Background: an optimization exercise with open tools, aiming at small area and a short achievable clock period. Do not read the settings as production practice. Where RTL was checked, it was by simulation tests only, not by an equivalence proof against the original.

==> run K: inputs <==
// rob
module rob(
    input clk,
    input reset,
    input logic [3:0] inserted,
    input logic [4:0] archReg0,
    input logic [7:0] physReg0,
    input logic [10:0] opcode0,
    input logic [4:0] archReg1,
    input logic [7:0] physReg1,
    input logic [10:0] opcode1,
    input logic [4:0] archReg2,
    input logic [7:0] physReg2,
    input logic [10:0] opcode2,
    input logic [4:0] archReg3,
    input logic [7:0] physReg3,
    input logic [10:0] opcode3,
    input logic flushInst,
    input logic [6:0] flushIndex,
    input logic exception,
    input logic [6:0] exceptionIndex,
    input logic [3:0] executed,
    input logic [6:0] executedIndex0,
    input logic [6:0] executedIndex1,
    input logic [6:0] executedIndex2,
    input logic [6:0] executedIndex3,
    output logic [2:0] numCommited,
    output logic [3:0] commitValid,
    output logic [4:0] commitArchReg0,
    output logic [7:0] commitPhysReg0,
    output logic [10:0] commitOpcode0,
    output logic [4:0] commitArchReg1,
    output logic [7:0] commitPhysReg1,
    output logic [10:0] commitOpcode1,
    output logic [4:0] commitArchReg2,
    output logic [7:0] commitPhysReg2,
    output logic [10:0] commitOpcode2,
    output logic [4:0] commitArchReg3,
    output logic [7:0] commitPhysReg3,
    output logic [10:0] commitOpcode3,
    output logic full
);
export LEC_CHECK = 0
export CAP_MARGIN = 20
export CORE_MARGIN = 2
export CORE_UTILIZATION = 40
export PLACE_DENSITY = 0.52
export SLEW_MARGIN = 20
create_clock -name core_clock -period 12.0 [get_ports {clk}]
standard.sh (not shown) runs the stock make flow with config.mk's settings and CLKGATE_MAP_FILE= SYNTH_SCRIPT=/design/flow/synth_recipe.tcl, a recipe that flattens the netlist after the stock synthesis.
==> flow/flow/run.sh <==
#!/bin/bash
# The standard layout (standard.sh), with two changes to how it is made:
#  - timing repair aims at a setup slack of MARGIN ns instead of the default, so the
#    resizer keeps working on paths well inside the (unchanged) clock period;
#  - clock tree sinks are clustered in groups of up to 24 flip-flops, without dummy loads.
# The clock period and constraints are the design's; make's output goes to standard.log,
# each ORFS step's own log is under orfs/logs/.
set -euo pipefail
MARGIN=8.2
CTS="-sink_clustering_enable -repair_clock_nets -sink_clustering_size 24 -sink_clustering_max_diameter 100 -dont_use_dummy_load"
bash standard.sh SETUP_SLACK_MARGIN=$MARGIN "CTS_ARGS=$CTS" finish > standard.log 2>&1
==> run B (differences from run K) <==
--- a/flow/design.v
+++ b/flow/design.v
@@ -37,23 +37,20 @@
     output logic [10:0] commitOpcode2,
     output logic [4:0] commitArchReg3,
     output logic [7:0] commitPhysReg3,
     output logic [10:0] commitOpcode3,
     output logic full
 );
     logic [6:0] head, tail;
-    logic [3:0] hhi1;           
     logic [7:0] count;
     logic full_r;
     logic [127:0][23:0] P;      
     logic [127:0] E, OK;        
     logic [3:0] FE, FOK;        
     logic [3:0][4:0] rq;        
-    logic [3:0][3:0] rfa;       
-    logic [3:0][7:0] rfb;       
     logic [3:0][23:0] din;
     assign din[0] = {archReg0, physReg0, opcode0};
     assign din[1] = {archReg1, physReg1, opcode1};
     assign din[2] = {archReg2, physReg2, opcode2};
     assign din[3] = {archReg3, physReg3, opcode3};
     logic [3:0][6:0] xidx;
     assign xidx[0] = executedIndex0;
@@ -124,16 +121,18 @@
     logic [3:0][23:0] rdat;
     always_comb begin
         for (int b = 0; b < 4; b++) begin
             AE[b] = 1'b0;
             AOK[b] = 1'b0;
             rdat[b] = 24'd0;
             for (int r = 0; r < 32; r++) begin
-                AE[b] = AE[b] | (rfa[b][r / 8] & rfb[b][r % 8] & E[4*r+b]);
-                AOK[b] = AOK[b] | (rfa[b][r / 8] & rfb[b][r % 8] & OK[4*r+b]);
+                if (rq[b] == 5'(r)) begin
+                    AE[b] = AE[b] | E[4*r+b];
+                    AOK[b] = AOK[b] | OK[4*r+b];
+                end
                 rdat[b] = rdat[b] | ({24{rq[b] == 5'(r)}} & P[4*r+b]);
             end
         end
     end
     logic [7:0] SE, SOK;
     always_comb begin
         for (int j = 0; j < 4; j++) begin
@@ -147,17 +146,15 @@
             end
         end
     end
     logic [7:0][6:0] hp;
     logic [7:0] wrh;
     always_comb begin
         for (int j = 0; j < 8; j++) begin
-            logic [3:0] lo;
-            lo = {1'b0, head[2:0]} + 4'(j);
-            hp[j] = {lo[3] ? hhi1 : head[6:3], lo[2:0]};
+            hp[j] = head + 7'(j);
             wrh[j] = ~full_r && (count <= 8'(j)) && (count + 8'd3 >= 8'(j));
         end
     end
     logic [3:0] FE_n, FOK_n;
     always_comb begin
         for (int k = 0; k < 4; k++) begin
             logic [6:0] tgt;
@@ -183,24 +180,14 @@
     logic [3:0] cv_n;
     always_comb begin
         cv_n[0] = FE_n[0] & FOK_n[0];
         cv_n[1] = FE_n[0] & FE_n[1] & FOK_n[1];
         cv_n[2] = FE_n[0] & FE_n[1] & FE_n[2] & FOK_n[2];
         cv_n[3] = FE_n[0] & FE_n[1] & FE_n[2] & FE_n[3] & FOK_n[3];
     end
-    logic [2:0] nc_n;
-    always_comb begin
-        case (cv_n)
-            4'b0000: nc_n = 3'd0;
-            4'b0001, 4'b0010, 4'b0100, 4'b1000: nc_n = 3'd1;
-            4'b0111, 4'b1011, 4'b1101, 4'b1110: nc_n = 3'd3;
-            4'b1111: nc_n = 3'd4;
-            default: nc_n = 3'd2;
-        endcase
-    end
     logic [3:0] retire_b;
     always_comb begin
         for (int b = 0; b < 4; b++) begin
             retire_b[b] = 1'b0;
             for (int k = 0; k < 4; k++)
                 retire_b[b] = retire_b[b] | (H[(b - k) & 3] & T[k]);
         end
@@ -258,26 +245,21 @@
         end
     end
     always_ff @(posedge clk) O <= O_n;
     always_ff @(posedge clk) begin
         FOK <= FOK_n;
         if (!reset) begin
             head <= 7'd0;
-            hhi1 <= 4'd1;
             tail <= 7'd0;
             count <= 8'd0;
             full_r <= 1'b0;
             FE <= 4'd0;
             cvr <= 4'd0;
             ncr <= 3'd0;
-            for (int b = 0; b < 4; b++) begin
-                rq[b] <= 5'd1;
-                rfa[b] <= 4'b0001;
-                rfb[b] <= 8'b00000010;
-            end
+            for (int b = 0; b < 4; b++) rq[b] <= 5'd1;
         end else begin
             logic [6:0] tn;
             logic [7:0] cn;
             logic fn;
             tn = 7'd0;
             cn = 8'd0;
             fn = 1'b0;
@@ -285,27 +267,18 @@
                 tn = tn | ({7{M[j]}} & tail_c[j]);
                 cn = cn | ({8{M[j]}} & count_c[j]);
                 fn = fn | (M[j] & full_c[j]);
             end
             tail <= tn;
             count <= cn;
             full_r <= fn;
-            begin
-                logic [6:0] hn;
-                hn = 7'd0;
-                for (int j = 0; j < 5; j++) hn = hn | ({7{N[j]}} & hp[j]);
-                head <= hn;
-                hhi1 <= hn[6:3] + 4'd1;
-            end
+            head <= head + {4'd0, n_bin(N)};
             FE <= FE_n;
             cvr <= cv_n;
-            ncr <= nc_n;
-            for (int b = 0; b < 4; b++) begin
-                rq[b] <= rq[b] + {4'd0, retire_b[b]};
-                if (retire_b[b]) begin
-                    rfb[b] <= {rfb[b][6:0], rfb[b][7]};
-                    if (rfb[b][7]) rfa[b] <= {rfa[b][2:0], rfa[b][3]};
-                end
-            end
-        end
-    end
+            ncr <= {2'b0, cv_n[0]} + {2'b0, cv_n[1]} + {2'b0, cv_n[2]} + {2'b0, cv_n[3]};
+            for (int b = 0; b < 4; b++) rq[b] <= rq[b] + {4'd0, retire_b[b]};
+        end
+    end
+    function automatic [2:0] n_bin(input [4:0] oh);
+        n_bin = {oh[4], oh[3] | oh[2], oh[3] | oh[1]};
+    endfunction
 endmodule
==> flow/flow/run.sh (replaced) <==
#!/bin/bash
# The standard layout, with timing repair aimed at a slack margin of MARGIN ns
# (the clock period and constraints stay the design's).
set -euo pipefail
MARGIN=8.3
bash standard.sh SETUP_SLACK_MARGIN=$MARGIN finish > standard.log 2>&1
CORE_UTILIZATION = 45   (was 40)
PLACE_DENSITY = 0.6   (was 0.52)
==> qor summary <==
quantity	run K	run B
Post-synthesis compound-gate area fraction	18.00%	17.26%
Buffer count from post-CTS setup fixing	177	209
Synthesized flop and latch total	3534	3482
Run status	timing/DRC/antenna clean	stopped before the end
Stage where the flow stopped	-	global routing (5_1_grt)
Average footprint of a synthesized cell	14.00 µm²	13.59 µm²
Final HPWL DP	407.1 mm	400.6 mm
Pre-CTS setup slack	6.214 ns	5.300 ns
Std-Cell Rows	221	208
Synthesized netlist net count	10572	10935
Number of distinct library cells after synthesis	109	110
Xor-xnor portion of the synthesized cell area	1.088%	1.195%
Weighted congestion reported at the end of routability-driven placement	0.9844	1.031
Number of buffers created by CTS	180	358
Multiplexer share of the synthesized area	0.3725%	0.4157%
Effective utilization at floorplan	40.12%	45.28%
Portion of the post-synthesis area used by sequential elements	69.94%	68.96%
Adder-cell share of the synthesized area	0.5173%	0.5858%
Post-Syn Area	145100 µm²	145700 µm²
Post-Synthesis Cells	10362	10718
CTS H-tree depth	4	5
Simple-Gate Fraction of Synth Area	7.623%	8.854%
Clock Sinks	3534	3482
Number of instances in the placed design	14952	14858
Horiz. Die Dim	606.3 µm	573.0 µm
Vert. Die Dim	606.3 µm	573.0 µm
Post-CTS Resized	1259	1282
No functional check of the RTL was part of run B.

## port drivers added, routing unchanged
How much do the figures lean on ideal ports? The routed layout below was timed once more, with nothing changed but the port constraints.
Step 1, drivers: a clkbuf_16 drives clk and a buf_2 each remaining input, both assumed.
Step 2 adds t to the input delays and takes it off the output delays; t is the mean of the earliest and latest rising clock arrival at the registers after step 1. Input paths then give back, and output paths get back, about the clock's delay inside the block.
Slacks: ideal / step 1 / step 2; pairs: ideal / step 1.
run: run K
t (ns): 1.027
slack for setup (ns): 7.909 / 7.808 / 6.931
worst setup path after step 2: input to register
After both steps run K still meets setup and hold. For run K, drivers alone change the setup slack by -0.101 ns; drivers and shift together by -0.978 ns.
